Background: an optimization exercise with open tools, aiming at small area and a short achievable clock period. Do not read the settings as production practice.
Only simulation tests tie the RTL to the original design; equivalence was not proved.
No driver is modelled on the clock port, so clock power and skew are understated where the tree is cut down; a real chip needs a root buffer or a tree.
Power is estimated from default activity; no workload was simulated.

==> flow/design.v <==
module fifo #(
    parameter WIDTH = 32,
    parameter DEPTH = 16
)
(
    input  logic             clk_i,
    input  logic             rst_n_i,
    input  logic [WIDTH-1:0] wdata_i,
    input  logic             wr_en_i,
    output logic             full_o,
    output logic [WIDTH-1:0] rdata_o,
    input  logic             rd_en_i,
    output logic             empty_o
);
    logic [DEPTH-1:0] woh;           
    logic [DEPTH-1:0] roh;           
    logic             full_r;        
    logic             nempty_r;      
    logic             one_r;         
    logic             fifteen_r;     
    logic             full_q;        
    logic             nempty_q;      
    logic [WIDTH-1:0] mem [0:DEPTH-1];
    wire wr_acc  = wr_en_i & ~full_r;
    wire rd_acc  = rd_en_i & nempty_r;
    wire wr_only = wr_acc & ~rd_acc;
    wire rd_only = rd_acc & ~wr_acc;
    wire two      = |(woh & {roh[DEPTH-3:0], roh[DEPTH-1:DEPTH-2]});
    wire fourteen = |(roh & {woh[DEPTH-3:0], woh[DEPTH-1:DEPTH-2]});
    genvar i;
    generate
        for (i = 0; i < DEPTH; i = i + 1) begin : g_mem
            always_ff @(posedge clk_i) begin
                if (woh[i])
                    mem[i] <= wdata_i;
            end
        end
    endgenerate
    logic [WIDTH-1:0] rsel;
    always_comb begin
        rsel = '0;
        for (int k = 0; k < DEPTH; k = k + 1)
            rsel = rsel | (mem[k] & {WIDTH{roh[k]}});
    end
    always_ff @(posedge clk_i) begin
        if (rd_acc)
            rdata_o <= rsel;
    end
    always_ff @(posedge clk_i or negedge rst_n_i) begin
        if (!rst_n_i) begin
            woh <= {{(DEPTH-1){1'b0}}, 1'b1};
        end else if (full_r) begin
            if (rd_acc)
                woh <= roh;
        end else if (wr_acc) begin
            if (wr_only && fifteen_r)
                woh <= '0;
            else
                woh <= {woh[DEPTH-2:0], woh[DEPTH-1]};
        end
    end
    always_ff @(posedge clk_i or negedge rst_n_i) begin
        if (!rst_n_i)
            roh <= {{(DEPTH-1){1'b0}}, 1'b1};
        else if (rd_acc)
            roh <= {roh[DEPTH-2:0], roh[DEPTH-1]};
    end
    always_ff @(posedge clk_i or negedge rst_n_i) begin
        if (!rst_n_i) begin
            full_r    <= 1'b0;
            nempty_r  <= 1'b0;
            one_r     <= 1'b0;
            fifteen_r <= 1'b0;
        end else if (wr_only) begin
            full_r    <= fifteen_r;
            nempty_r  <= 1'b1;
            one_r     <= ~nempty_r;
            fifteen_r <= fourteen;
        end else if (rd_only) begin
            full_r    <= 1'b0;
            nempty_r  <= ~one_r;
            one_r     <= two;
            fifteen_r <= full_r;
        end
    end
    always_ff @(posedge clk_i or negedge rst_n_i) begin
        if (!rst_n_i) begin
            full_q   <= 1'b0;
            nempty_q <= 1'b0;
        end else begin
            full_q   <= (full_q & ~rd_acc) | (wr_only & fifteen_r);
            nempty_q <= wr_acc | (nempty_q & ~(rd_acc & one_r));
        end
    end
    assign full_o  = full_q;
    assign empty_o = ~nempty_q;
endmodule
==> flow/flow/run.sh <==
#!/bin/bash
# The standard layout (standard.sh) with these changes:
# - the ports get buf_2 buffers, which the resizer may then size freely
#   (MATCH_CELL_FOOTPRINT 0), instead of delay cells it may not swap;
# - clock tree: larger sink clusters and no dummy loads;
# - after CTS the root buffer of the clock tree is removed, so the clock port
#   drives the two buffers below it directly (post_cts.tcl).
# make's output goes to make.log here; each step's log is under orfs/logs/.
set -euo pipefail
here=$(pwd)
bash standard.sh \
  "BUFFER_PORTS_ARGS=-buffer_cell sky130_fd_sc_hd__buf_2" \
  MATCH_CELL_FOOTPRINT=0 \
  "CTS_ARGS=-sink_clustering_enable -repair_clock_nets -dont_use_dummy_load -sink_clustering_size 20 -sink_clustering_max_diameter 60" \
  "POST_CTS_TCL=$here/flow/post_cts.tcl" \
  finish > "$here/make.log" 2>&1
==> flow/flow/post_cts.tcl <==
# Remove the root buffer of the clock tree: the clock port then drives the
# few buffers below it directly.
set block [ord::get_db_block]
set port_net [[$block findBTerm clk_i] getNet]
set roots {}
foreach it [$port_net getITerms] { lappend roots [$it getInst] }
puts "clock port drives [llength $roots] cells"
if {[llength $roots] == 1} {
  set root [lindex $roots 0]
  set master [[$root getMaster] getName]
  if {[string match "sky130_fd_sc_hd__clkbuf*" $master]} {
    set out_net ""
    foreach it [$root getITerms] {
      if {[$it isOutputSignal]} { set out_net [$it getNet] }
    }
    set loads {}
    foreach it [$out_net getITerms] {
      if {[$it getInst] ne $root} { lappend loads $it }
    }
    puts "root $master [$root getName] drives [llength $loads] cells"
    if {[llength $loads] <= 4} {
      foreach it $loads { $it disconnect }
      foreach it [$root getITerms] { if {[$it getNet] ne "NULL"} { $it disconnect } }
      odb::dbInst_destroy $root
      odb::dbNet_destroy $out_net
      foreach it $loads { $it connect $port_net }
      puts "removed the root clock buffer"
    }
  }
}
estimate_parasitics -placement
report_clock_latency -include_internal_latency 
==> flow/standard.sh <==
#!/bin/bash
# synth_recipe.tcl (not shown) runs the flow's synth.tcl, then flattens the netlist and writes it again
# the make line also repeats each setting of config.mk as NAME=value (left out here)
make -C /OpenROAD-flow-scripts/flow DESIGN_CONFIG=/design/flow/config.mk WORK_HOME=/design/flow/orfs CLKGATE_MAP_FILE= SYNTH_SCRIPT=/design/flow/synth_recipe.tcl "${@:-finish}"
==> flow/config.mk <==
export PLATFORM = sky130hd
export DESIGN_NAME = fifo
export DESIGN_NICKNAME = fifo
export VERILOG_FILES = /design/flow/design.v
export SDC_FILE = /design/flow/constraint.sdc
export NUM_CORES = 4
export LEC_CHECK = 0
export CAP_MARGIN = 20
export CORE_MARGIN = 2
export CORE_UTILIZATION = 70
export SETUP_SLACK_MARGIN = 1.5
export SLEW_MARGIN = 20
==> flow/constraint.sdc <==
create_clock -name core_clock -period 3.2 [get_ports {clk_i}]
set_input_delay 0.6400 -clock core_clock [delete_from_list [all_inputs] [get_ports {clk_i}]]
set_output_delay 0.6400 -clock core_clock [all_outputs]
set_load 0.01 [all_outputs]
==> results of run 1 <==
-- cell families after synthesis --
kind of cell	synth area share [%]
adder cells (fa/ha/maj)	0.05967
buffers and inverters	2.381
AO/OA/AOI/OAI	12.57
multiplexers	0.9071
flip-flops	82.47
AND/OR/NAND/NOR	1.617
-- worst paths after layout --
kind	startpoint	to	slack, ps
max in group asynchronous	rst_n_i	roh[1]$_DFFE_PN0P_	2050
min	rst_n_i	roh[12]$_DFFE_PN0P_	430
max	roh[5]$_DFFE_PN0P_	rdata_o[22]$_DFFE_PP_	1430
max reg2reg	roh[5]$_DFFE_PN0P_	rdata_o[22]$_DFFE_PP_	1430
min reg2reg	full_q$_DFF_PN0_	full_q$_DFF_PN0_	490
min in group core_clock	full_q$_DFF_PN0_	full_q$_DFF_PN0_	490
-- critical path: stages (launching register included) --
cell and delay [ps]:
dfrtp_4 580, buf_12 190, a22o_1 210, a221oi_1 300, nand4_1 190
-- power by group --
part	switching (uW)	total [uW]	internal, uW
Sequential	76.6	8490	8410
Combinational	367	541	174
Clock	2210	4220	2000
-- through the flow --
stage | setup WS [ps] | std cells | total power, uW | hold slack (ps)
final | 1431 | 1556 | 13250 | 425.3
after detailed placement | 984.3 | 1461 | 9119 | 468.2
after floorplan | 1399 | 1050 | 8883 | 344.4
after global routing | 1389 | 1555 | 13520 | 470.9
after global placement | 1015 | 1461 | 9106 | 460.7
-- flip-flops by register name (all words and copies together) (netlist names) --
| signal | flops |
|---|---|
| fifteen_r | 1 |
| mem | 512 |
| one_r | 1 |
| nempty_q | 1 |
| nempty_r | 1 |
| roh | 16 |
| rdata_o | 32 |
| woh | 16 |
| full_r | 1 |
| full_q | 1 |
-- final cells by class --
cell class / instances / area [um^2] / area share [%]
repair buffers: 151 / 1534 / 6.465
multi-input cells: 393 / 3397 / 14.32
diodes: 1 / 2.502 / 0.01055
inverters: 3 / 15.01 / 0.06328
well taps: 390 / 488.0 / 2.057
clock buffers: 36 / 900.9 / 3.797
flip-flops and latches: 582 / 17390 / 73.29
-- metal layers --
layer / wire, um / up-vias
li1: - / 4722
met2: 28470 / 1160
met1: 20450 / 6109
met3: 9511 / 210
met5: 0 / -
met4: 2834 / 0
-- synth_stat cells (2+ instances only) --
| master | count | share of area [%] |
|---|---|---|
| nand2_1 | 25 | 0.45 |
| buf_6 | 24 | 1.3 |
| dfrtp_1 | 36 | 4.3 |
| a221oi_1 | 130 | 5.4 |
| buf_4 | 3 | 0.11 |
| o21ai_1 | 10 | 0.24 |
| nand4_1 | 33 | 0.98 |
| buf_1 | 4 | 0.072 |
| a22oi_1 | 22 | 0.79 |
| edfxtp_1 | 544 | 78 |
| a31oi_1 | 2 | 0.060 |
| a222oi_1 | 2 | 0.095 |
| a22o_1 | 131 | 5.5 |
| o21ai_0 | 8 | 0.19 |
| mux2_2 | 12 | 0.64 |
| mux2_1 | 4 | 0.21 |
| inv_1 | 3 | 0.054 |
| buf_2 | 20 | 0.48 |
| clkbuf_1 | 20 | 0.36 |
| dfstp_2 | 2 | 0.25 |
==> notes.md, run 1 <==
outcome complete, no violations; Vias per Instance between 7 and 8; Design Area, Final roughly 24000 um^2; Die Ht 177.1 um; Final Wtd Congestion between 0.7 and 0.8; r2r worst-path depth 4; final WL roughly 60 mm; layout net count 1204; row count 63; Setup TNS 0 ps; unique cell type count in the Yosys netlist 35; Clock transition at path regs 80 ps; number of nets with antenna violations after routing 0; max_slew headroom between 30 and 40%; total core area ~30000 um^2; CTS Sinks slightly below 600; max-slew violations 0; Least-Margin Pin Slew ~960 ps; Max FO, Critical Path 8; grt total ovfl 0; number of fill cells 1442; met3 Usage GRT under 10%; CP Launch Type flop; Worst Path Arrival about 1900 ps; Final Core Density between 80% and 90%; met1 Use GR a little over half; required time worst endpoint around 3300 ps; Initial Utilization a little under three quarters; Final Cycle Share between 50 and 60%; Final HPWL DP roughly 25 mm; Mean Syn Cell Area 19.97 um^2; initial antenna violation count 1; via count approximately 12000; most frequent cells in the layout edfxtp_1 (544), a22o_1 (131), a221oi_1 (102); Mapped Area about 21000 um^2; RSZ-0062 raised after global routing true; most common cell after layout, fill and taps aside edfxtp_1; EDFF count, synth 544; vias in the first global route roughly 11000; Port Buffer Count 69; PD cells between 500 and 600 nW/um^2; Post-synth ARST share under 10%; Worst VDD drop around 580 uV; routed len/inst 39.38 um; prevailing post-synth register cell edfxtp_1; crit path kind flop to flop; skew final ~39 ps; first-pass GRT wire length about 80 mm; routing usage on met2 a little under three fifths; GRT Overall Usage between 30% and 40%; Setup Viol. Count Final 0; Synth Net Count 1087; DRT iter0 DRCs 2203; leakage power slightly below 0.008 uW; Worst setup EP type flop; drt drc 0; Fin. Hold Viols 0; Hold WC Path Type primary input to async pin; worst-skew pair later-pin latency about 380 ps; sequential-to-total area share from yosys stat 82.47%; Layout area overhead 13.17%; I/O pin count 70; share of layout cells above drive strength 1 between 20% and 30%; GR peak layer met2; Die Area about 31000 um^2; Yosys reg bits about 580; pin count of the biggest net entering global routing 39; Die W 177.1 um; DRT Pass-1 Iters 6; reported max-cap violation count 0; YS warnings 2; Cells after Synth between 1000 and 1500; minimum clock period 1769 ps; DP Area between 20000 and 25000 um^2; Fmax 0.5654 GHz
==> run 2: changes to the inputs <==
--- a/flow/config.mk
+++ b/flow/config.mk
@@ -9,3 +9,3 @@
 export CORE_MARGIN = 2
-export CORE_UTILIZATION = 70
+export CORE_UTILIZATION = 55
 export SETUP_SLACK_MARGIN = 1.5
==> run 2 against run 1 <==
Count of clock-buffer cells in the layout did not move. Critical path type unchanged. Combinational power fell by 4.3%. Die area up 27%. Sequential power about the same. Setup slack better by 75 ps. Non-clock buffer count grew 10. Still clean.
==> notes.md, run 2 <==
grt total ovfl 0; Crit path largest cell delay roughly 900 ps; pin count of the biggest net entering global routing 39; reported max-cap violation count 0; Synth Net Count 1087; Final Cycle Share 52.94%; most frequent cells in the layout edfxtp_1 (544), a22o_1 (131), a221oi_1 (120); leakage power 0.007662 uW; Die W ~200 um; worst-path cell chain buf_4; Synth top area share around 78%; Yosys reg bits between 500 and 600; max_slew headroom 40.20%; sequential-to-total area share from yosys stat a little over 80%; Fin. Hold Viols 0; delay-heaviest family, CP flip-flops; minimum clock period around 1700 ps; worst-skew pair later-pin latency 390 ps; CTS Sinks 582; Final Wtd Congestion 0.7562; crit path kind flop to flop; Post-synth ARST share about 6.5%; number of nets with antenna violations after routing 0; Setup Viol. Count Final 0; Worst Path Arrival approximately 1700 ps; total core area 37580 um^2; non-filler cells, final ~1700; Max FO, Critical Path 22; Fmax a little under 0.6 GHz; unique cell type count in the Yosys netlist 35; via count 11620; Final HPWL DP between 20 and 30 mm; initial antenna violation count 1; area leader, netlist edfxtp_1; Commonest cells post-synth edfxtp_1 (544), a22o_1 (131), a221oi_1 (130); vias in the first global route between 10000 and 15000; Clock transition at path regs 80 ps; Setup TNS 0 ps; Vias per Instance 6.889; Port Buffer Count approximately 70; outcome complete, no violations; required time worst endpoint about 3200 ps; Hold WC Path Type primary input to async pin; Mapped Area ~21000 um^2; final WL roughly 60 mm; dpl cells around 1600; row count ~70; Worst VDD drop ~460 uV; prevailing post-synth register cell edfxtp_1; largest cells by area after synthesis edfxtp_1 (78%), a22o_1 (5.5%), a221oi_1 (5.4%); I/O pin count 70; drt drc 0; skew final a little under 60 ps; Biggest register mem; share of layout cells above drive strength 1 about 22%; CP Launch Type flop; YS warnings 2; Die Ht between 150 and 200 um; layout net count around 1200; first-pass GRT wire length between 80 and 90 mm; Die Area roughly 40000 um^2; PD cells 560.9 nW/um^2; Mean Syn Cell Area approximately 20 um^2; RSZ-0062 raised after global routing true; Cells after Synth ~1100; DRT Pass-1 Iters 6; max reg flops 512; Worst setup EP type flop; EDFF count, synth approximately 540; DRT iter0 DRCs 1653; Initial Utilization 55.79%; GRT Overall Usage a little under a third; most common cell in the netlist edfxtp_1; Bufs and invs on worst path 1; top flop regs mem (512), rdata_o (32); Least-Margin Pin Slew 897.0 ps; most common cell after layout, fill and taps aside edfxtp_1; max-slew violations 0; Crit-path slowest cell dfrtp_2; Layout area overhead 12.62%; routed len/inst about 35 um
==> run 2: cell counts after synthesis <==
Identical to the previous run, type by type.
==> run 2: cells by family after synthesis <==
family,count (synthesis),share of synthesized area (%)
mux,17,0.9071
compound gates,311,12.57
flops,582,82.47
buf+inv,75,2.381
simple gates,64,1.617
fa+ha+maj,1,0.05967
==> run 2: final timing paths <==
kind / cells past startpoint / slack, ps / startpoint / endpoint
setup reg to reg: 1 / 1510 / woh[8]$_DFFE_PN0P_ / mem[8][12]$_DFFE_PP_
setup / recovery: 1 / 1510 / woh[8]$_DFFE_PN0P_ / mem[8][12]$_DFFE_PP_
max in group asynchronous: 1 / 2100 / rst_n_i / roh[6]$_DFFE_PN0P_
hold reg to reg: 2 / 520 / mem[13][1]$_DFFE_PP_ / rdata_o[1]$_DFFE_PP_
hold / removal: 1 / 400 / rst_n_i / one_r$_DFFE_PN0P_
min in group core_clock: 2 / 520 / mem[13][1]$_DFFE_PP_ / rdata_o[1]$_DFFE_PP_
==> run 2: cell type report <==
type	count	area [um^2]
timing repair buffer	161	1379
multi-input combinational	393	3276
fill	2656	13970
clock buffer	36	900.9
antenna	1	2.502
sequential	582	17400
inverter	3	15.01
tap	511	639.4
==> run 2: layer usage <==
metal  share of wire, %  vias to the layer above  GRT usage (%)
met1                 41                     6092          45.14
met3                 11                      102          5.553
met4                2.6                        0          9.425
met2                 46                      690          45.31
met5                  0                        -              0
li1                   -                     4737              -
==> run 2: metrics by stage <==
step | power (uW) | area, um^2 | util (%) | worst slack, ps | hold WS [ps]
3_3_place_gp | 9122 | 21800 | 58.01 | 839.5 | 511.0
2_1_floorplan | 8883 | 21020 | - | 1399 | 344.4
3_5_place_dp | 9134 | 21800 | 58.01 | 796.6 | 502.7
6_report | 13240 | 23610 | 62.83 | 1506 | 396.4
5_1_grt | 13570 | 23610 | 62.82 | 1451 | 445.5
==> run 2: where the power goes <==
| part | switching (uW) | leakage (uW) | internal [uW] | total (uW) |
|---|---|---|---|---|
| clock | 2220 | 0.000444 | 2000 | 4230 |
| combinational | 350 | 0.00185 | 168 | 518 |
| sequential | 87.9 | 0.00537 | 8410 | 8500 |
==> run 3: changes to the inputs <==
--- a/flow/config.mk
+++ b/flow/config.mk
@@ -9,4 +9,4 @@
 export CORE_MARGIN = 2
-export CORE_UTILIZATION = 55
-export SETUP_SLACK_MARGIN = 1.5
+export CORE_UTILIZATION = 50
+export SETUP_SLACK_MARGIN = 1.45
 export SLEW_MARGIN = 20
==> run 3 against run 2 <==
Total power is 1.8% higher. Still clean. Via count is 0.15% higher. Largest power group unchanged. Count of clock-buffer cells in the layout is 3 higher.
==> notes.md, run 3 <==
Mean Syn Cell Area between 15 and 20 um^2; area leader, netlist edfxtp_1; minimum clock period roughly 1700 ps; most frequent cells in the layout edfxtp_1 (544), a22o_1 (131), a221oi_1 (126); Net Sw Power roughly 2700 uW; required time worst endpoint roughly 3300 ps; via count approximately 12000; I/O pin count 70; routed len/inst ~35 um; pin count of the biggest net entering global routing 39; Hold Slack ~380 ps; initial antenna violation count 2; DRT iter0 DRCs ~1400; Sequential Power Share 63.0%; row count 75; Max FO, Critical Path 8; most common cell after layout, fill and taps aside edfxtp_1; Die Ht about 210 um; max reg flops about 510; Fmax 0.5812 GHz; Gate power share between 4 and 5%; top flop regs mem (512), rdata_o (32); Port Buffer Count slightly below 70; YS warnings 2; Setup TNS 0 ps; share of layout cells above drive strength 1 a little over a fifth; drt drc 0; clock share of power 32.9%; total core area ~42000 um^2; Vias per Instance approximately 6.8; final WL between 50 and 60 mm; Hold WC Path Type primary input to async pin; Layout area overhead 13.34%; Yosys reg bits slightly below 600; grt total ovfl 0; outcome complete, no violations; RSZ-0062 raised after global routing true; Cell Int Power around 11000 uW; Cells after Synth around 1100; max-slew violations 0; Least-Margin Pin Slew just under 900 ps; Post-synth ARST share under 10%; PD cells around 570 nW/um^2; Final Cycle Share a little over half; EDFF count, synth 544; CP Launch Type flop; vias in the first global route approximately 11000; sequential-to-total area share from yosys stat between 80% and 90%; Final HPWL DP 26.80 mm; switch share 20.15%; Initial Utilization around half; Worst setup EP type flop; most common cell in the netlist edfxtp_1; Setup Viol. Count Final 0; first-pass GRT wire length approximately 83 mm; Worst Path Arrival ~1800 ps; skew final approximately 42 ps; Die W ~210 um; unique cell type count in the Yosys netlist 35; prevailing post-synth register cell edfxtp_1; worst-skew pair later-pin latency around 400 ps; largest cells by area after synthesis edfxtp_1 (78%), a22o_1 (5.5%), a221oi_1 (5.4%); Clock transition at path regs about 90 ps; Biggest register mem; Crit-path slowest cell dfrtp_4; reported max-cap violation count 0; number of fill cells slightly above 3000; Worst VDD drop roughly 330 uV; leakage power roughly 0.0077 uW; worst-path cell chain buf_6, a22o_1, a221oi_1, nand4_1; FF-to-FF Start roh[10]$_DFFE_PN0P_; GRT Overall Usage between 20% and 30%; Mapped Area 20970 um^2; crit path kind flop to flop; Synth Net Count 1087; Fin. Hold Viols 0; Final Wtd Congestion between 0.7 and 0.8; Synth top area share between 70 and 80%; Crit path largest cell delay just under 600 ps; number of nets with antenna violations after routing 0; Commonest cells post-synth edfxtp_1 (544), a22o_1 (131), a221oi_1 (130); Die Area approximately 44000 um^2; CTS Sinks 582; DRT Pass-1 Iters 7; crit path launch roh[10]$_DFFE_PN0P_; max_slew headroom about two fifths; layout net count approximately 1200
[run 3: cell counts after synthesis]
Identical to the previous run, type by type.
[run 3: power by group through the flow]
stage / registers, uW / logic (uW) / clock network [uW]
6_report: 8500 / 551 / 4430
5_1_grt: 8510 / 599 / 4730
3_5_place_dp: 8660 / 472 / 0
3_3_place_gp: 8670 / 461 / 0
2_1_floorplan: 8650 / 225 / 0
[run 3: logic make-up (layout without fill, tap and decap cells)]
logic type / Yosys count / in the layout / synth area share [%]
fa+ha+maj: 1 / 1 / 0.05967
other cells: 0 / 1 / 0
compound gates: 311 / 311 / 12.57
mux: 17 / 17 / 0.9071
buf+inv: 75 / 201 / 2.381
flops: 582 / 582 / 82.47
simple gates: 64 / 64 / 1.617
[run 3: critical path: cells and delay by family (launching register included)]
kind	cells	cell delay, ps
simple gates	1	200
compound gates	2	440
buf+inv	1	200
flops	1	590
[run 3: worst paths after layout]
kind	to	slack (ps)	cells past startpoint
max	rdata_o[11]$_DFFE_PP_	1480	4
min	woh[3]$_DFFE_PN0P_	380	1
max reg2reg	rdata_o[11]$_DFFE_PP_	1480	4
min reg2reg	rdata_o[1]$_DFFE_PP_	540	2
max in group asynchronous	roh[12]$_DFFE_PN0P_	2160	1
min in group core_clock	rdata_o[1]$_DFFE_PP_	540	2
[run 3: metrics by stage]
stage / setup WS, ps / cell area (um^2) / util, % / cells / total power [uW]
floorplan: 1399 / 21010 / - / 1050 / 8879
global placement: 756.3 / 21820 / 52.36 / 1619 / 9127
detailed placement: 730.7 / 21820 / 52.36 / 1619 / 9134
global route: 1396 / 23760 / 57.02 / 1715 / 13840
finish: 1479 / 23760 / 57.03 / 1716 / 13490
[run 3: per-layer routing]
layer  wire length, um  track usage (%)  vias to the layer above
li1                  -                -                     4732
met1             24110            39.34                     6147
met2             28730            43.32                      655
met3              5631            4.599                      102
met4              1501            8.030                        2
met5                13                0                        -
[run 3: area by class of cell]
type / count / area [um^2] / area share (%)
clock buffers: 39 / 975.9 / 4.107
well taps: 539 / 674.4 / 2.838
flip-flops and latches: 582 / 17380 / 73.16
repair inverters: 1 / 7.507 / 0.03159
inverters: 3 / 15.01 / 0.06319
repair buffers: 158 / 1456 / 6.129
multi-input cells: 393 / 3247 / 13.66
diodes: 1 / 2.502 / 0.01053
==> run 4: changes to the inputs <==
--- a/flow/flow/run.sh
+++ b/flow/flow/run.sh
@@ -4,3 +4,5 @@
 #   (MATCH_CELL_FOOTPRINT 0), instead of delay cells it may not swap;
-# - clock tree: larger sink clusters and no dummy loads;
+# - timing-driven global placement weights more nets, and more strongly;
+# - clock tree: sink clusters of at most 20 flip-flops within 60 um, and no
+#   dummy loads;
 # - after CTS the root buffer of the clock tree is removed, so the clock port
@@ -13,2 +15,3 @@
   MATCH_CELL_FOOTPRINT=0 \
+  "GLOBAL_PLACEMENT_ARGS=-timing_driven_net_weight_max 10 -timing_driven_nets_percentage 30" \
   "CTS_ARGS=-sink_clustering_enable -repair_clock_nets -dont_use_dummy_load -sink_clustering_size 20 -sink_clustering_max_diameter 60" \
--- a/flow/config.mk
+++ b/flow/config.mk
@@ -9,4 +9,4 @@
 export CORE_MARGIN = 2
-export CORE_UTILIZATION = 50
-export SETUP_SLACK_MARGIN = 1.45
+export CORE_UTILIZATION = 55
+export SETUP_SLACK_MARGIN = 1.5
 export SLEW_MARGIN = 20
==> run 4 against run 3 <==
Critical path depth is 3 lower. Via count is 0.82% higher. Flip-flop and latch count stayed put. Largest cell class unchanged. Combinational power is 2% higher. Final cell count is 1.0% lower. Area after synthesis stayed put. Clock power hardly changed. First-iteration DRC count is 10% higher.
==> notes.md, run 4 <==
crit path kind flop to flop; Net Sw Power between 2000 and 3000 uW; Final Cycle Share a little over half; Yosys reg bits 582; Worst setup EP type flop; max_slew headroom approximately two fifths; number of nets with antenna violations after routing 0; I/O pin count 70; dpl cells approximately 1600; delay-heaviest family, CP flip-flops; pin count of the biggest net entering global routing 39; Synth top area share slightly below 80%; EDFF count, synth 544; routed len/inst about 36 um; Cell Int Power roughly 11000 uW; non-filler cells, final ~1700; total design power about 13000 uW; drt drc 0; skew final ~42 ps; area leader, netlist edfxtp_1; met3 Usage GRT between 6 and 7%; Least-Margin Pin Slew 903.0 ps; Layout area overhead 13.76%; Crit-path slowest cell dfrtp_2; sequential-to-total area share from yosys stat between 80% and 90%; Worst Path Arrival about 1700 ps; Bufs and invs on worst path 1; row count 71; vias in the first global route around 11000; Vias per Instance between 6 and 7; outcome complete, no violations; most common cell after layout, fill and taps aside edfxtp_1; Clock transition at path regs approximately 80 ps; DRT iter0 DRCs between 1500 and 2000; Setup TNS 0 ps; required time worst endpoint approximately 3200 ps; layout net count ~1200; worst-skew pair later-pin latency roughly 400 ps; reported max-cap violation count 0; met1 Use GR between 40% and 50%; worst-path cell chain buf_4; most common cell in the netlist edfxtp_1; Synth Net Count approximately 1100; Worst VDD drop ~460 uV; Mapped Area 20970 um^2; total core area 37580 um^2; grt total ovfl 0; Sequential Power Share a little over three fifths; CP Launch Type flop; Final HPWL DP 28.41 mm; Setup Viol. Count Final 0; unique cell type count in the Yosys netlist 35; DRT Pass-1 Iters 6; top flop regs mem (512), rdata_o (32); max-slew violations 0; DP Area between 20000 and 25000 um^2; most frequent cells in the layout edfxtp_1 (544), a22o_1 (131), a221oi_1 (113); Biggest register mem; GRT Overall Usage 30.78%; PD cells ~560 nW/um^2; switch share approximately a fifth; Hold Slack 378.4 ps; routing usage on met2 ~48%; CTS Sinks between 500 and 600; final WL a little over 60 mm; first-pass GRT wire length between 80 and 90 mm; Final Wtd Congestion between 0.7 and 0.8; Initial Utilization a little under three fifths; Hold WC Path Type primary input to async pin; Fmax around 0.58 GHz; Mean Syn Cell Area between 15 and 20 um^2; Post-synth ARST share 6.529%; Die Area a little under 40000 um^2; GR peak layer met2; Commonest cells post-synth edfxtp_1 (544), a22o_1 (131), a221oi_1 (130); Design Area, Final about 24000 um^2; Gate power share under 10%; share of layout cells above drive strength 1 between 20% and 30%; largest cells by area after synthesis edfxtp_1 (78%), a22o_1 (5.5%), a221oi_1 (5.4%); initial antenna violation count 2; Fin. Hold Viols 0; YS warnings 2; Max FO, Critical Path 20; Die W 199.2 um; max reg flops approximately 510; clock share of power between 30% and 40%; Port Buffer Count a little under 70; Cells after Synth 1050; Die Ht around 200 um; prevailing post-synth register cell edfxtp_1; leakage power between 0.007 and 0.008 uW; RSZ-0062 raised after global routing true; via count ~12000; minimum clock period around 1700 ps; Crit path largest cell delay 850 ps
-- run 4: layout make-up --
class,count,area (um^2)
Fill cell,2600,13730
Clock buffer,39,975.9
Tap cell,511,639.4
Inverter,3,15.01
Multi-Input combinational cell,393,3328
Antenna cell,2,5.005
Sequential cell,582,17390
Timing Repair Buffer,168,1493
-- run 4: final timing paths --
| path | start | end | slack (ps) | cells past startpoint |
|---|---|---|---|---|
| max | woh[8]$_DFFE_PN0P_ | mem[8][2]$_DFFE_PP_ | 1470 | 1 |
| min | rst_n_i | roh[6]$_DFFE_PN0P_ | 380 | 1 |
| max reg2reg | woh[8]$_DFFE_PN0P_ | mem[8][2]$_DFFE_PP_ | 1470 | 1 |
| min reg2reg | mem[13][11]$_DFFE_PP_ | rdata_o[11]$_DFFE_PP_ | 530 | 2 |
| max in group asynchronous | rst_n_i | roh[4]$_DFFE_PN0P_ | 2140 | 1 |
| min in group core_clock | mem[13][11]$_DFFE_PP_ | rdata_o[11]$_DFFE_PP_ | 530 | 2 |
-- run 4: metal layers --
metal	wire (um)	vias to the layer above
met4	1729	2
met3	7523	133
met5	13	-
met1	23240	6047
li1	-	4755
met2	28090	797
-- run 4: cell families (layout without fill, tap and decap cells) --
family | after synthesis | after routing | synth area share, %
DFF | 582 | 582 | 82.47
and+or+nand+nor | 64 | 64 | 1.617
AOI/OAI and AO/OA | 311 | 311 | 12.57
buffers and inverters | 75 | 210 | 2.381
muxes | 17 | 17 | 0.9071
other | 0 | 2 | 0
adders and majority gates | 1 | 1 | 0.05967
-- run 4: per-stage QoR --
stage / worst slack, ps / utilization (%)
floorplan: 1399 / -
global placement: 940.3 / 57.93
detailed placement: 956.3 / 57.93
global route: 1462 / 63.46
finish: 1471 / 63.47
-- run 4: power by group through the flow --
| stage | clock network [uW] | registers [uW] | logic (uW) |
|---|---|---|---|
| 6_report | 4420 | 8490 | 561 |
| 2_1_floorplan | 0 | 8650 | 229 |
| 5_1_grt | 4710 | 8490 | 602 |
| 3_3_place_gp | 0 | 8670 | 466 |
| 3_5_place_dp | 0 | 8670 | 471 |
==> run 5: changes to the inputs <==
--- a/flow/config.mk
+++ b/flow/config.mk
@@ -10,3 +10,3 @@
 export CORE_UTILIZATION = 55
-export SETUP_SLACK_MARGIN = 1.5
+export SETUP_SLACK_MARGIN = 1.55
 export SLEW_MARGIN = 20
==> run 5 against run 4 <==
Die area is the same. Sequential share of layout area shrank 1.1 points. Sequential power is essentially flat. Largest cell class unchanged. Highest routed layer is now met4. Area after synthesis is the same. Critical path type unchanged.
==> notes.md, run 5 <==
outcome complete, no violations; unique cell type count in the Yosys netlist 35; Mapped Area between 20000 and 25000 um^2; Mean Syn Cell Area ~20 um^2; minimum clock period around 1700 ps; Worst VDD drop between 300 and 400 uV; CTS Sinks 582; Layout area overhead 15.61%; Yosys reg bits 582; M1 WL between 20 and 25 mm; most common cell in the netlist edfxtp_1; Synth Area in XOR/XNOR 0%; routed len/inst around 37 um; Least-Margin Pin Slew ~880 ps; Cells after Synth 1050; crit path kind flop to flop; Biggest register mem; CP Launch Type flop; dpl cells approximately 1600; vias in the first global route ~12000; Fmax ~0.59 GHz; sequential-to-total area share from yosys stat around 82%; Cell Int Power ~11000 uW; Worst Path Arrival roughly 1800 ps; Commonest cells post-synth edfxtp_1 (544), a22o_1 (131), a221oi_1 (130); layout net count 1232; simple-gate share of the synthesized area approximately 1.6%; number of nets with antenna violations after routing 0; EDFF count, synth roughly 540; initial antenna violation count 2; non-filler cells, final roughly 1700; GRT Overall Usage a little under a third; Setup TNS 0 ps; WL met2 between 20 and 30 mm; via count 12200; switch share about a fifth; final WL around 63 mm; Gate power share 4.5%; required time worst endpoint 3310 ps; Post-synth ARST share 6.529%; Die Ht roughly 200 um; Worst setup EP type flop; Vias per Instance slightly above 7; Die Area just under 40000 um^2; prevailing post-synth register cell edfxtp_1; met3 routed WL 7.369 mm; row count 71; max reg flops between 500 and 600; drt drc 0; r2r setup slk about 1500 ps; Net Sw Power between 2000 and 3000 uW; worst setup margin 1497 ps; Final HPWL DP just over 30 mm; clock share of power between 30% and 40%; DRT Pass-1 Iters 5; pin count of the biggest net entering global routing 39; total core area around 38000 um^2; Initial Utilization between 50% and 60%; Fin. Hold Viols 0; Final Wtd Congestion 0.8669; Die W between 150 and 200 um; max-slew violations 0; Clock transition at path regs approximately 80 ps; RSZ-0062 raised after global routing true; skew final between 30 and 40 ps; most frequent cells in the layout edfxtp_1 (544), a22o_1 (131), a221oi_1 (91); YS warnings 2; Hold Slack about 370 ps; Synth Net Count around 1100; post-synthesis mux area share less than 1%; grt total ovfl 0; DRT iter0 DRCs 1856; Final Core Density between 60% and 70%; I/O pin count 70; Port Buffer Count about 70; Setup Viol. Count Final 0; Compound-Gate Fraction of Synth Area 12.57%; top flop regs mem (512), rdata_o (32); Post-Synth Adder-Cell Area less than 1%; worst-skew pair later-pin latency between 300 and 400 ps; area leader, netlist edfxtp_1; Max Used Layer met4; worst slack, placed around 940 ps; Final Cycle Share 53.23%; largest cells by area after synthesis edfxtp_1 (78%), a22o_1 (5.5%), a221oi_1 (5.4%); Hold WC Path Type primary input to async pin; most common cell after layout, fill and taps aside edfxtp_1; Max FO, Critical Path 6; first-pass GRT wire length just under 90 mm; number of fill cells 2509; Sequential Power Share 63.1%; max_slew headroom between 40% and 50%; leakage power between 0.007 and 0.008 uW; PD cells ~550 nW/um^2; share of layout cells above drive strength 1 about a quarter; main combinational cell family by area after synthesis compound AO/OA/AOI/OAI gates; Synth top area share about 78%; reported max-cap violation count 0
==> run 5: critical path, cell delays in order, from the launching register on <==
cell	delay [ps]
dfrtp_4	590
clkbuf_4	240
a22o_1	230
a221oi_2	240
nand4_1	130
==> run 5: path summary, 6_finish.rpt <==
| check | from | to | cells after the start |
|---|---|---|---|
| worst max-delay path | roh[4]$_DFFE_PN0P_ | rdata_o[1]$_DFFE_PP_ | 4 |
| worst min-delay path | rst_n_i | full_q$_DFF_PN0_ | 1 |
| worst max register to register | roh[4]$_DFFE_PN0P_ | rdata_o[1]$_DFFE_PP_ | 4 |
| worst min register to register | nempty_q$_DFF_PN0_ | nempty_q$_DFF_PN0_ | 1 |
| max in group asynchronous | rst_n_i | woh[13]$_DFFE_PN0P_ | 1 |
| min in group core_clock | nempty_q$_DFF_PN0_ | nempty_q$_DFF_PN0_ | 1 |
==> run 5: cell families (layout without fill, tap and decap cells) <==
family / Yosys count / in the layout
flops: 582 / 582
compound gates: 311 / 311
buf+inv: 75 / 218
simple gates: 64 / 64
mux: 17 / 17
fa+ha+maj: 1 / 1
other cells: 0 / 2
==> run 5: area by class of cell <==
type | count | area (um^2) | area share [%]
Inverter | 3 | 15.01 | 0.06195
Sequential cell | 582 | 17400 | 71.79
Antenna cell | 2 | 5.005 | 0.02065
Multi-Input combinational cell | 393 | 3523 | 14.54
Clock buffer | 38 | 950.9 | 3.923
Tap cell | 511 | 639.4 | 2.638
Timing Repair Buffer | 177 | 1704 | 7.031
==> run 5: per-stage QoR <==
stage          power, uW  cell area [um^2]
2_1_floorplan       8906             21080
3_3_place_gp        9159             21800
3_5_place_dp        9163             21800
5_1_grt            13780             24230
6_report           13440             24240
==> run 5: metal layers <==
layer  global-route usage (%)  vias to the layer above
li1                         -                     4777
met1                    44.37                     6276
met2                    50.45                      979
met3                    7.038                      167
met4                    11.03                        0
met5                        0                        -
==> run 5: power by group through the flow <==
stage	registers [uW]	logic (uW)	clock network [uW]
2_1_floorplan	8660	249	0
3_3_place_gp	8680	483	0
3_5_place_dp	8670	490	0
5_1_grt	8490	657	4630
6_report	8480	607	4350
==> run 6: changes to the inputs <==
--- a/flow/flow/run.sh
+++ b/flow/flow/run.sh
@@ -4,3 +4,5 @@
 #   (MATCH_CELL_FOOTPRINT 0), instead of delay cells it may not swap;
-# - timing-driven global placement weights more nets, and more strongly;
+# - after global placement each output port's buffer is moved next to the
+#   cell that drives it (post_gpl.tcl), so the buffer drives the wire to the
+#   pin; detailed placement then legalizes it;
 # - clock tree: sink clusters of at most 20 flip-flops within 60 um, and no
@@ -8,3 +10,3 @@
 # - after CTS the root buffer of the clock tree is removed, so the clock port
-#   drives the two buffers below it directly (post_cts.tcl).
+#   drives the few buffers below it directly (post_cts.tcl).
 # make's output goes to make.log here; each step's log is under orfs/logs/.
@@ -15,3 +17,3 @@
   MATCH_CELL_FOOTPRINT=0 \
-  "GLOBAL_PLACEMENT_ARGS=-timing_driven_net_weight_max 10 -timing_driven_nets_percentage 30" \
+  "POST_GLOBAL_PLACE_TCL=$here/flow/post_gpl.tcl" \
   "CTS_ARGS=-sink_clustering_enable -repair_clock_nets -dont_use_dummy_load -sink_clustering_size 20 -sink_clustering_max_diameter 60" \
==> flow/flow/post_gpl.tcl (new file) <==
# Move each output port's buffer next to the cell that drives it, so that the
# buffer, not the weak register output, drives the wire to the pin. Detailed
# placement legalizes the moved buffers later.
set block [ord::get_db_block]
set moved 0
foreach bt [$block getBTerms] {
  if {[$bt getIoType] ne "OUTPUT"} continue
  set net [$bt getNet]
  if {$net eq "NULL"} continue
  set buf ""
  foreach it [$net getITerms] {
    if {[$it isOutputSignal]} { set buf [$it getInst] }
  }
  if {$buf eq ""} continue
  set src ""
  foreach it [$buf getITerms] {
    if {[$it isInputSignal] && [$it getNet] ne "NULL"} {
      foreach d [[$it getNet] getITerms] {
        if {[$d isOutputSignal]} { set src [$d getInst] }
      }
    }
  }
  if {$src eq ""} continue
  set loc [$src getLocation]
  $buf setLocation [lindex $loc 0] [lindex $loc 1]
  incr moved
}
puts "moved $moved output buffers next to their drivers"
--- a/flow/config.mk
+++ b/flow/config.mk
@@ -10,3 +10,3 @@
 export CORE_UTILIZATION = 55
-export SETUP_SLACK_MARGIN = 1.55
+export SETUP_SLACK_MARGIN = 1.5
 export SLEW_MARGIN = 20
==> run 6 against run 5 <==
Core utilization is 0.80 points lower. Via count fell by 4.0%. First-iteration DRC count is 18% lower. Total power shrank 0.22%. Sequential power about the same. Final cell count is 0.41% lower. Fmax is 1.0% higher. Highest routed layer unchanged. Die area unchanged. Flip-flop and latch count unchanged. Count of clock-buffer cells in the layout unchanged. Wire length decreased by 5.1%. Clock skew grew 5.8 ps.
==> notes.md, run 6 <==
Hold Slack 386.2 ps; Final Cycle Share 52.68%; Initial Utilization 55.79%; max_slew headroom roughly two fifths; Worst setup EP type flop; Post-synth ARST share 6.529%; Synth Net Count between 1000 and 1500; skew final between 30 and 40 ps; initial antenna violation count 1; CTS Sinks approximately 580; Max FO, Critical Path 14; Port Buffer Count 69; r2r worst-path depth 4; Die Area 39700 um^2; sequential-to-total area share from yosys stat around 82%; worst-skew pair later-pin latency about 380 ps; prevailing post-synth register cell edfxtp_1; EDFF count, synth about 540; Final HPWL DP ~27 mm; total core area 37580 um^2; Fin. Hold Viols 0; Final Core Density approximately 64%; leakage power between 0.007 and 0.008 uW; largest cells by area after synthesis edfxtp_1 (78%), a22o_1 (5.5%), a221oi_1 (5.4%); Biggest register mem; most frequent cells in the layout edfxtp_1 (544), a22o_1 (131), a221oi_1 (106); Yosys reg bits between 500 and 600; Hold WC Path Type primary input to async pin; row count 71; PD cells around 560 nW/um^2; most common cell after layout, fill and taps aside edfxtp_1; max-slew violations 0; number of fill cells roughly 2600; first-pass GRT wire length ~84 mm; worst slack, placed slightly above 800 ps; RSZ-0062 raised after global routing true; Die W 199.2 um; Setup Viol. Count Final 0; drt drc 0; required time worst endpoint approximately 3300 ps; routed len/inst around 35 um; outcome complete, no violations; GRT Overall Usage 30.85%; crit path kind flop to flop; via count 11710; most common cell in the netlist edfxtp_1; worst setup margin between 1500 and 2000 ps; Die Ht about 200 um; minimum clock period ~1700 ps; CP Launch Type flop; top flop regs mem (512), rdata_o (32); dpl cells approximately 1600; max reg flops approximately 510; pin count of the biggest net entering global routing 39; footprint of the multi-input gates around 3400 um^2; Least-Margin Pin Slew between 900 and 1000 ps; register area 17400 um^2; Clock transition at path regs roughly 90 ps; unique cell type count in the Yosys netlist 35; Fmax roughly 0.6 GHz; Worst Path Arrival 1770 ps; Mean Syn Cell Area approximately 20 um^2; YS warnings 2; area leader, netlist edfxtp_1; grt total ovfl 0; Layout area overhead 14.17%; DRT iter0 DRCs approximately 1500; final WL 60.06 mm; number of nets with antenna violations after routing 0; vias in the first global route about 11000; I/O pin count 70; DRT Pass-1 Iters 7; Synth top area share between 70 and 80%; Setup TNS 0 ps; Vias per Instance between 6 and 7; share of layout cells above drive strength 1 about 24%; Cells after Synth between 1000 and 1500; non-filler cells, final ~1700; Commonest cells post-synth edfxtp_1 (544), a22o_1 (131), a221oi_1 (130); reported max-cap violation count 0; Mapped Area 20970 um^2; layout net count roughly 1200; Worst VDD drop 387.8 uV
## run 6: area by class of cell
| class | instances | area share, % |
|---|---|---|
| clock buffer | 38 | 3.973 |
| sequential | 582 | 72.69 |
| inverter | 3 | 0.06273 |
| multi-input combinational | 393 | 14.11 |
| antenna | 3 | 0.03136 |
| timing repair buffer | 169 | 6.466 |
| tap | 511 | 2.671 |
## run 6: metrics by stage
stage | power [uW] | area, um^2
global placement | 9122 | 21800
global route | 13740 | 23930
finish | 13410 | 23940
floorplan | 8883 | 21020
detailed placement | 9136 | 21800
## run 6: where the power goes
| group | switching (uW) | leakage (uW) | internal, uW |
|---|---|---|---|
| Combinational | 395 | 0.00195 | 194 |
| Clock | 2250 | 0.000468 | 2110 |
| Sequential | 52.3 | 0.00537 | 8410 |
| Total | 2700 | 0.00779 | 10700 |
## run 6: layer usage
| metal | GRT usage [%] | vias to the layer above | share of wire, % |
|---|---|---|---|
| met5 | 1.533 | - | 0 |
| met4 | 9.315 | 0 | 2.6 |
| met3 | 6.414 | 106 | 10 |
| met2 | 47.66 | 650 | 46 |
| met1 | 44.69 | 6186 | 41 |
| li1 | - | 4766 | - |
## run 6: worst paths after layout
check	startpoint	to	slack [ps]
setup / recovery	roh[0]$_DFFE_PN1P_	rdata_o[4]$_DFFE_PP_	1510
hold / removal	rst_n_i	full_q$_DFF_PN0_	390
setup reg to reg	roh[0]$_DFFE_PN1P_	rdata_o[4]$_DFFE_PP_	1510
hold reg to reg	mem[10][6]$_DFFE_PP_	rdata_o[6]$_DFFE_PP_	540
max in group asynchronous	rst_n_i	woh[4]$_DFFE_PN0P_	2100
min in group core_clock	mem[10][6]$_DFFE_PP_	rdata_o[6]$_DFFE_PP_	540
## run 6: worst max-delay path, stage by stage (launching register included)
cell	delay, ps
dfstp_4	520
buf_4	230
a22o_1	230
a221oi_1	260
nand4_1	160
## run 6: kinds of logic after synthesis
kind of cell               count (synthesis)  synth area share (%)
DFF                                      582                 82.47
buffers and inverters                     75                 2.381
adders and majority gates                  1               0.05967
AOI/OAI and AO/OA                        311                 12.57
and+or+nand+nor                           64                 1.617
muxes                                     17                0.9071
==> run 7: changes to the inputs <==
--- a/flow/design.v
+++ b/flow/design.v
@@ -16,2 +16,3 @@
     logic [DEPTH-1:0] roh;           
+    logic [DEPTH-1:0] roh_b;         
     logic             full_r;        
@@ -42,3 +43,3 @@
         for (int k = 0; k < DEPTH; k = k + 1)
-            rsel = rsel | (mem[k] & {WIDTH{roh[k]}});
+            rsel = rsel | (mem[k] & {{(WIDTH/2){roh_b[k]}}, {(WIDTH/2){roh[k]}}});
     end
@@ -62,6 +63,9 @@
     always_ff @(posedge clk_i or negedge rst_n_i) begin
-        if (!rst_n_i)
-            roh <= {{(DEPTH-1){1'b0}}, 1'b1};
-        else if (rd_acc)
-            roh <= {roh[DEPTH-2:0], roh[DEPTH-1]};
+        if (!rst_n_i) begin
+            roh   <= {{(DEPTH-1){1'b0}}, 1'b1};
+            roh_b <= {{(DEPTH-1){1'b0}}, 1'b1};
+        end else if (rd_acc) begin
+            roh   <= {roh[DEPTH-2:0], roh[DEPTH-1]};
+            roh_b <= {roh_b[DEPTH-2:0], roh_b[DEPTH-1]};
+        end
     end
--- a/flow/config.mk
+++ b/flow/config.mk
@@ -10,3 +10,3 @@
 export CORE_UTILIZATION = 55
-export SETUP_SLACK_MARGIN = 1.5
+export SETUP_SLACK_MARGIN = 1.6
 export SLEW_MARGIN = 20
==> run 7 against run 6 <==
First-iteration DRC count down 6.8%. Register-to-register slack improved by 40 ps. Global-route usage decreased by 1.8 points.
==> notes.md, run 7 <==
outcome complete, no violations; Die Ht 201.7 um; Cells after Synth roughly 1100; Fin. Hold Viols 0; routed len/inst about 34 um; Worst VDD drop between 400 and 500 uV; RSZ-0062 raised after global routing true; Sequential Power Share between 60% and 70%; minimum clock period between 1500 and 2000 ps; top flop regs mem (512), rdata_o (32); number of fill cells about 2600; Mapped Area roughly 21000 um^2; largest cells by area after synthesis edfxtp_1 (76%), dfrtp_1 (5.9%), a22o_1 (5.3%); Design Area, Final 25380 um^2; Layout area overhead 18.07%; required time worst endpoint approximately 3300 ps; max_slew headroom roughly 50%; I/O pin count 70; leakage power 0.008546 uW; CP Launch Type flop; max reg flops 512; Die W about 200 um; crit path kind flop to flop; Max FO, Critical Path 5; layout net count around 1300; Clock transition at path regs about 80 ps; DP Area about 22000 um^2; Final Cycle Share between 50% and 60%; Initial Utilization around 56%; DRT iter0 DRCs 1419; worst-skew pair later-pin latency about 390 ps; pin count of the biggest net entering global routing 48; reg-to-reg endpoint rdata_o[9]$_DFFE_PP_; met3 routed WL 4.989 mm; area leader, netlist edfxtp_1; Final HPWL DP between 20 and 30 mm; Max Used Layer met4; drt drc 0; Synth top area share between 70 and 80%; max-slew violations 0; Cell Int Power 11060 uW; Setup TNS 0 ps; grt total ovfl 0; unique cell type count in the Yosys netlist 35; skew final between 50 and 60 ps; Biggest register mem; Gate power share under 10%; most frequent cells in the layout edfxtp_1 (544), a22o_1 (131), buf_4 (119); final WL roughly 60 mm; Synth Net Count roughly 1100; Yosys reg bits approximately 600; Worst Path Arrival around 1700 ps; Setup Viol. Count Final 0; via count roughly 12000; Commonest cells post-synth edfxtp_1 (544), a22o_1 (131), a221oi_1 (127); Least-Margin Pin Slew between 700 and 800 ps; Post-synth ARST share a little under a tenth; Worst setup EP type flop; Vias per Instance a little under 7; FF-to-FF Start roh[5]$_DFFE_PN0P_; CTS Sinks around 600; total core area about 39000 um^2; number of nets with antenna violations after routing 0; r2r setup slk between 1500 and 2000 ps; EDFF count, synth around 540; PD cells 544.6 nW/um^2; sequential-to-total area share from yosys stat between 80% and 90%; r2r worst-path depth 4; DRT Pass-1 Iters 6; prevailing post-synth register cell edfxtp_1; YS warnings 2; Hold WC Path Type primary input to async pin; initial antenna violation count 1; clock share of power 32.7%; Fmax slightly above 0.6 GHz; Mean Syn Cell Area a little under 20 um^2; share of layout cells above drive strength 1 33.93%; most common cell in the netlist edfxtp_1; switch share about a fifth; GRT Overall Usage between 20% and 30%; most common cell after layout, fill and taps aside edfxtp_1; reported max-cap violation count 0; M1 WL 23.48 mm; first-pass GRT wire length between 80 and 90 mm; WL met2 just under 30 mm; vias in the first global route 11750; row count about 70; Net Sw Power around 2800 uW; Port Buffer Count 69; Die Area about 41000 um^2
-- run 7: cell count changes after synthesis, moves of 3 or more --
cell,delta
mux2_2,+19
dfrtp_1,+15
buf_6,-12
buf_2,+10
clkbuf_1,+5
a221oi_1,-3
a221oi_2,+3
mux2_1,-3
-- run 7: final cells by class --
type / instances / area [um^2] / share of cell area, %
Clock buffer: 40 / 1001 / 3.944
Timing Repair Buffer: 232 / 1984 / 7.820
Sequential cell: 598 / 17860 / 70.38
Inverter: 3 / 16.27 / 0.06410
Antenna cell: 1 / 2.502 / 0.009861
Tap cell: 518 / 648.1 / 2.554
Multi-Input combinational cell: 409 / 3864 / 15.23
-- run 7: logic make-up after synthesis --
logic type               Yosys count  synth area share, %
AO/OA/AOI/OAI                    311                12.35
buffers and inverters             77                1.991
AND/OR/NAND/NOR                   64                1.566
flip-flops                       598                82.31
multiplexers                      33                1.723
adder cells (fa/ha/maj)            1              0.05820
-- run 7: power by group through the flow --
| stage | Combinational (uW) | Clock [uW] | Sequential, uW |
|---|---|---|---|
| 6_report | 643 | 4520 | 8650 |
| 5_1_grt | 692 | 4850 | 8660 |
| 3_5_place_dp | 542 | 0 | 8850 |
| 3_3_place_gp | 522 | 0 | 8860 |
| 2_1_floorplan | 288 | 0 | 8860 |
-- run 7: worst max-delay path by stage --
stage,start,endpoint,slack [ps],depth (start not counted)
after floorplan,rd_en_i,woh[2]$_DFFE_PN0P_,1540,7
after global placement,full_r$_DFFE_PN0P_,woh[15]$_DFFE_PN0P_,1010,5
after detailed placement,rd_en_i,roh[4]$_DFFE_PN0P_,1000,5
after global routing,roh_b[15]$_DFFE_PN0P_,rdata_o[23]$_DFFE_PP_,1540,4
final,roh[5]$_DFFE_PN0P_,rdata_o[9]$_DFFE_PP_,1560,4
-- run 7: per-stage QoR --
step	utilization, %	setup slack (ps)	std cells	power, uW	hold WS (ps)
after floorplan	-	1536	1084	9152	344.4
after global placement	58.04	1008	1628	9383	464.4
after detailed placement	58.11	997.3	1629	9391	471.3
after global routing	65.66	1544	1801	14200	322.5
final	65.66	1558	1801	13820	289.6
-- run 7: layer usage --
metal / vias to the layer above / global-route usage, %
met3: 146 / 3.563
met2: 645 / 48.02
met4: 0 / 10.27
li1: 4992 / -
met5: - / 0
met1: 6346 / 40.44
-- run 7: critical path, stage by stage, from the launching register on --
cell and delay, ps:
dfrtp_4 530, buf_4 180, a22o_1 240, a221oi_2 230, nand4_1 170
==> run 8: changes to the inputs <==
--- a/flow/config.mk
+++ b/flow/config.mk
@@ -9,3 +9,3 @@
 export CORE_MARGIN = 2
-export CORE_UTILIZATION = 55
+export CORE_UTILIZATION = 60
 export SETUP_SLACK_MARGIN = 1.6
==> run 8 against run 7 <==
Final cell count down 4.0%. Critical endpoint is now rdata_o[21]$_DFFE_PP_. Largest power group unchanged. Setup slack improved by 23 ps. Count of clock-buffer cells in the layout decreased by 3. Hold slack got worse by 110 ps. Clock skew down 17 ps. Clock power fell by 4%. First-iteration DRC count stayed put.
==> notes.md, run 8 <==
Hold WC Path Type primary input to async pin; CTS Sinks 598; number of nets with antenna violations after routing 0; leakage power approximately 0.0084 uW; Clock transition at path regs about 80 ps; worst-path cell chain buf_6, a22o_1, a221oi_1, nand4_1; final WL 58.39 mm; drt drc 0; Mean Syn Cell Area between 15 and 20 um^2; worst-skew pair later-pin latency 380 ps; EDFF count, synth approximately 540; Cell Int Power about 11000 uW; pin count of the biggest net entering global routing 33; DRT iter0 DRCs between 1000 and 1500; I/O pin count 70; Cells after Synth ~1100; post-synthesis mux area share under 10%; non-filler cells, final 1729; switch share between 20 and 25%; number of fill cells about 2300; RSZ-0062 raised after global routing true; Post-Synth Adder-Cell Area 0.05821%; DP Area roughly 22000 um^2; grt total ovfl 0; area leader, netlist edfxtp_1; Design Area, Final between 20000 and 30000 um^2; main combinational cell family by area after synthesis compound AO/OA/AOI/OAI gates; minimum clock period 1618 ps; Bufs and invs on worst path 1; Die Ht slightly below 200 um; top flop regs mem (512), rdata_o (32); Crit-path slowest cell dfstp_4; unique cell type count in the Yosys netlist 35; Worst VDD drop between 500 and 600 uV; Worst Path Arrival 1720 ps; M1 WL about 23 mm; Synth Net Count ~1100; most common cell in the netlist edfxtp_1; Port Buffer Count slightly below 70; Yosys reg bits between 500 and 600; Commonest cells post-synth edfxtp_1 (544), a22o_1 (131), a221oi_1 (127); share of layout cells above drive strength 1 roughly a third; row count 69; total core area 35400 um^2; skew final roughly 39 ps; Final HPWL DP around 29 mm; largest cells by area after synthesis edfxtp_1 (76%), dfrtp_1 (5.9%), a22o_1 (5.3%); Layout area overhead 16.85%; sequential-to-total area share from yosys stat a little over 80%; initial antenna violation count 1; simple-gate share of the synthesized area between 1.5 and 2%; Max FO, Critical Path 9; max-slew violations 0; vias in the first global route 11690; Synth top area share about three quarters; WL met2 around 29 mm; Die W approximately 190 um; Crit path largest cell delay 560 ps; most common cell after layout, fill and taps aside edfxtp_1; Biggest register mem; clock share of power 31.7%; DRT Pass-1 Iters 5; Gate power share 4.9%; Die Area 37350 um^2; outcome complete, no violations; reported max-cap violation count 0; Post-synth ARST share approximately 9.0%; most frequent cells in the layout edfxtp_1 (544), a22o_1 (131), buf_4 (107); required time worst endpoint 3310 ps; max_slew headroom between 50% and 60%; Compound-Gate Fraction of Synth Area roughly 12%; prevailing post-synth register cell edfxtp_1; Setup TNS 0 ps; met3 routed WL ~4.9 mm; Sequential Power Share between 60% and 70%; Fin. Hold Viols 0; Least-Margin Pin Slew between 600 and 700 ps; Synth Area in XOR/XNOR 0%; Worst setup EP type flop; layout net count 1306; Vias per Instance 6.976; delay-heaviest family, CP flip-flops; PD cells about 540 nW/um^2; Net Sw Power around 2700 uW; first-pass GRT wire length ~81 mm; CP Launch Type flop; Mapped Area roughly 21000 um^2; crit path kind flop to flop; Final Cycle Share between 50% and 60%; YS warnings 2; dpl cells between 1500 and 2000; Setup Viol. Count Final 0; max reg flops ~510; routed len/inst 33.77 um; Fmax 0.6180 GHz; via count roughly 12000; GRT Overall Usage 30.39%; Max Used Layer met4; Initial Utilization just over 60%; r2r setup slk between 1500 and 2000 ps
-- run 8: cell type report --
class                           instances  area [um^2]  area share (%)
Sequential cell                       598        17860           71.10
Multi-Input combinational cell        410         3887           15.48
Timing Repair Buffer                  219         1847           7.354
Clock buffer                           37        925.9           3.687
Tap cell                              461        576.8           2.297
Inverter                                3        18.77         0.07473
Antenna cell                            1        2.502        0.009964
-- run 8: logic make-up (layout without fill, tap and decap cells) --
logic type	count (synthesis)	after routing
mux	33	33
simple gates	64	65
flops	598	598
fa+ha+maj	1	1
other cells	0	1
compound gates	311	311
buf+inv	77	259
-- run 8: metrics by stage --
step                power (uW)  util, %  setup slack (ps)  hold WS, ps
finish                   13650    70.95              1582        183.2
global route             13980    70.95              1555        212.6
floorplan                 9152        -              1536        344.4
global placement          9388    63.25              1019        526.3
detailed placement        9399    63.25             990.5        470.3
-- run 8: final timing paths --
kind                                       start                     to  cells past startpoint
max                         roh_b[0]$_DFFE_PN1P_  rdata_o[21]$_DFFE_PP_                      4
min                                      rst_n_i    roh[15]$_DFFE_PN0P_                      1
max reg2reg                 roh_b[0]$_DFFE_PN1P_  rdata_o[21]$_DFFE_PP_                      4
min reg2reg                mem[13][11]$_DFFE_PP_  rdata_o[11]$_DFFE_PP_                      2
max in group asynchronous                rst_n_i     woh[1]$_DFFE_PN0P_                      2
min in group core_clock    mem[13][11]$_DFFE_PP_  rdata_o[11]$_DFFE_PP_                      2
-- run 8: worst reg2reg max path, stage by stage (launching register included) --
cell and delay (ps):
dfstp_4 560, buf_6 190, a22o_1 210, a221oi_1 230, nand4_1 160
-- run 8: power by group through the flow --
stage | sequential [uW] | combinational (uW) | clock (uW)
finish | 8660 | 666 | 4330
global route | 8670 | 717 | 4600
detailed placement | 8850 | 548 | 0
global placement | 8860 | 523 | 0
floorplan | 8860 | 288 | 0
-- run 8: per-layer routing --
metal / GRT usage, % / vias to the layer above
li1: - / 4969
met1: 42.33 / 6316
met2: 50.40 / 659
met3: 4.777 / 117
met4: 9.189 / 0
met5: 0 / -
==> run 9: changes to the inputs <==
--- a/flow/config.mk
+++ b/flow/config.mk
@@ -10,3 +10,3 @@
 export CORE_UTILIZATION = 60
-export SETUP_SLACK_MARGIN = 1.6
+export SETUP_SLACK_MARGIN = 1.55
 export SLEW_MARGIN = 20
==> run 9 against run 8 <==
Still clean. First-iteration DRC count fell by 15%. Clock skew down 23 ps. Final cell count shrank 4.0%. Synthesized cell count unchanged. Area after synthesis did not move. Wire length down 3.8%. Core utilization is 3.1 points lower. Critical path type unchanged. Sequential share of layout area up 3.2 points. Critical path depth is 1 lower. Highest routed layer unchanged. Count of clock-buffer cells in the layout is 1 lower.
==> notes.md, run 9 <==
Worst VDD drop approximately 480 uV; Initial Utilization a little over 60%; outcome complete, no violations; Synth Net Count between 1000 and 1500; grt total ovfl 0; Worst Path Arrival about 1700 ps; Clock transition at path regs roughly 80 ps; Layout area overhead 11.75%; row count 69; RSZ-0062 raised after global routing true; max reg flops roughly 510; CP Launch Type flop; EDFF count, synth approximately 540; Fmax between 0.5 and 0.6 GHz; largest cells by area after synthesis edfxtp_1 (76%), dfrtp_1 (5.9%), a22o_1 (5.3%); leakage power approximately 0.008 uW; most common cell in the netlist edfxtp_1; Fin. Hold Viols 0; I/O pin count 70; Die Ht 193.3 um; initial antenna violation count 0; vias in the first global route approximately 11000; Mean Syn Cell Area about 20 um^2; Die Area between 30000 and 40000 um^2; top flop regs mem (512), rdata_o (32); drt drc 0; Crit-path slowest cell dfrtp_4; max_slew headroom 45.68%; minimum clock period 1678 ps; Crit path largest cell delay around 610 ps; DP Area between 20000 and 25000 um^2; Setup Viol. Count Final 0; Max FO, Critical Path 13; max-slew violations 0; sequential-to-total area share from yosys stat between 80 and 90%; share of layout cells above drive strength 1 between 20% and 30%; register area between 15000 and 20000 um^2; reg-to-reg endpoint rdata_o[11]$_DFFE_PP_; Post-synth ARST share a little under a tenth; FF-to-FF Start roh[2]$_DFFE_PN0P_; crit path kind flop to flop; via count between 10000 and 15000; most frequent cells in the layout edfxtp_1 (544), a22o_1 (131), a221oi_1 (116); number of nets with antenna violations after routing 0; PD cells roughly 560 nW/um^2; YS warnings 2; Bufs and invs on worst path 1; reported max-cap violation count 0; Cells after Synth around 1100; Vias per Instance 7.004; Design Area, Final 24020 um^2; Least-Margin Pin Slew 814.8 ps; r2r worst-path depth 3; Yosys reg bits 598; GRT Overall Usage 29.43%; layout net count around 1200; total design power ~14000 uW; required time worst endpoint roughly 3300 ps; prevailing post-synth register cell edfxtp_1; Mapped Area 21490 um^2; Worst setup EP type flop; Commonest cells post-synth edfxtp_1 (544), a22o_1 (131), a221oi_1 (127); routed len/inst approximately 34 um; worst-path cell chain buf_4, a221oi_1, nand4_1; # diodes 0; most common cell after layout, fill and taps aside edfxtp_1; footprint of the multi-input gates roughly 3500 um^2; Synth top area share 76.00%; worst-skew pair later-pin latency approximately 360 ps; DRT iter0 DRCs 1206; DRT Pass-1 Iters 5; first-pass GRT wire length 78.94 mm; Biggest register mem; CTS Sinks ~600; Die W between 150 and 200 um; number of fill cells 2325; delay-heaviest family, CP flip-flops; area leader, netlist edfxtp_1; r2r setup slk 1520 ps; Final HPWL DP about 28 mm; total core area between 30000 and 40000 um^2; Hold WC Path Type primary input to async pin; final WL approximately 56 mm; pin count of the biggest net entering global routing 36; Setup TNS 0 ps; skew final 15.68 ps; Port Buffer Count between 60 and 70; Final Cycle Share a little over half; unique cell type count in the Yosys netlist 35
-- run 9: cell counts after synthesis --
Identical to the previous run, type by type.
-- run 9: cell type report --
| type | count | share of cell area (%) |
|---|---|---|
| multi-input combinational | 409 | 14.57 |
| tap | 461 | 2.402 |
| inverter | 3 | 0.06772 |
| sequential | 598 | 74.27 |
| clock buffer | 36 | 3.751 |
| timing repair buffer | 153 | 4.949 |
-- run 9: worst reg2reg max path, stage by stage (launching register included) --
cell and delay, ps:
dfrtp_4 610, buf_4 260, a221oi_1 300, nand4_1 210
-- run 9: how the worst max path moves through the flow --
stage,start,endpoint,slack (ps),depth (start not counted)
floorplan,rd_en_i,woh[3]$_DFFE_PN0P_,1540,7
global placement,rd_en_i,roh[5]$_DFFE_PN0P_,1090,5
detailed placement,rd_en_i,roh[4]$_DFFE_PN0P_,1060,5
global route,roh[3]$_DFFE_PN0P_,rdata_o[11]$_DFFE_PP_,1530,3
finish,roh[2]$_DFFE_PN0P_,rdata_o[11]$_DFFE_PP_,1520,3
-- run 9: routing by layer --
metal	GRT usage [%]	routed length, um	part of all wire [%]	vias up
met2	48.15	27250	49	634
met4	6.588	1537	2.7	0
met1	42.91	22290	40	6054
li1	-	-	-	4831
met3	4.271	5064	9.0	107
met5	0	0	0	-
-- run 9: metrics by stage --
| step | instances | hold WS (ps) | util [%] | setup WS, ps |
|---|---|---|---|---|
| after global routing | 1660 | 418.1 | 67.85 | 1529 |
| final | 1660 | 369.7 | 67.85 | 1522 |
| after floorplan | 1084 | 344.4 | - | 1540 |
| after global placement | 1570 | 471.4 | 63.04 | 1088 |
| after detailed placement | 1570 | 468.1 | 63.06 | 1055 |
-- run 9: where the power goes --
part	leakage [uW]	switching, uW	internal (uW)
Clock	0.000444	2230	2010
Combinational	0.00187	403	217
Sequential	0.00556	43.7	8610
Total	0.00787	2670	10800
-- run 9: kinds of logic (layout without fill, tap and decap cells) --
family / Yosys count / count (layout) / share of synthesized area [%]
DFF: 598 / 598 / 82.31
AOI/OAI and AO/OA: 311 / 311 / 12.35
buffers and inverters: 77 / 192 / 1.991
and+or+nand+nor: 64 / 64 / 1.566
muxes: 33 / 33 / 1.723
adders and majority gates: 1 / 1 / 0.05820

afterwards: timing with drivers on the ports:
The results above use ideal ports. As a check the final layouts listed here were re-extracted and re-timed, cells and wires unchanged.
Step 1 assumes that a clkbuf_16 drives the clock port and a buf_2 every other input.
Step 2 also shifts input and output timing later by t, the mid clock arrival at the registers, as if the neighbouring blocks saw the same clock.
Slacks: no drivers / after step 1 / after step 2; pairs: no drivers / after step 1.
run	t, ns	setup slack, ns	latest minus earliest clock arrival (ns)	worst slew at a driven data input, ns	pins driven straight from the clock port
run 1	0.457	1.431 / 1.431 / 1.290	0.038 / 0.038	0.07	4
run 2	0.479	1.506 / 1.392 / 1.192	0.059 / 0.059	0.06	4
run 3	0.488	1.479 / 1.370 / 1.239	0.043 / 0.043	0.08	4
run 4	0.483	1.471 / 1.407 / 1.305	0.043 / 0.043	0.06	4
run 5	0.482	1.497 / 1.424 / 1.302	0.034 / 0.034	0.08	4
run 6	0.471	1.514 / 1.478 / 1.281	0.043 / 0.044	0.06	4
run 7	0.477	1.558 / 1.507 / 1.321	0.058 / 0.059	0.08	4
run 8	0.465	1.582 / 1.484 / 1.278	0.038 / 0.038	0.08	4
run 9	0.465	1.522 / 1.498 / 1.281	0.021 / 0.021	0.07	4
After both steps setup and hold are still met in every run listed. The setup slack of run 2, which loses most, moves by -0.114 ns with the drivers and by -0.314 ns with both steps.
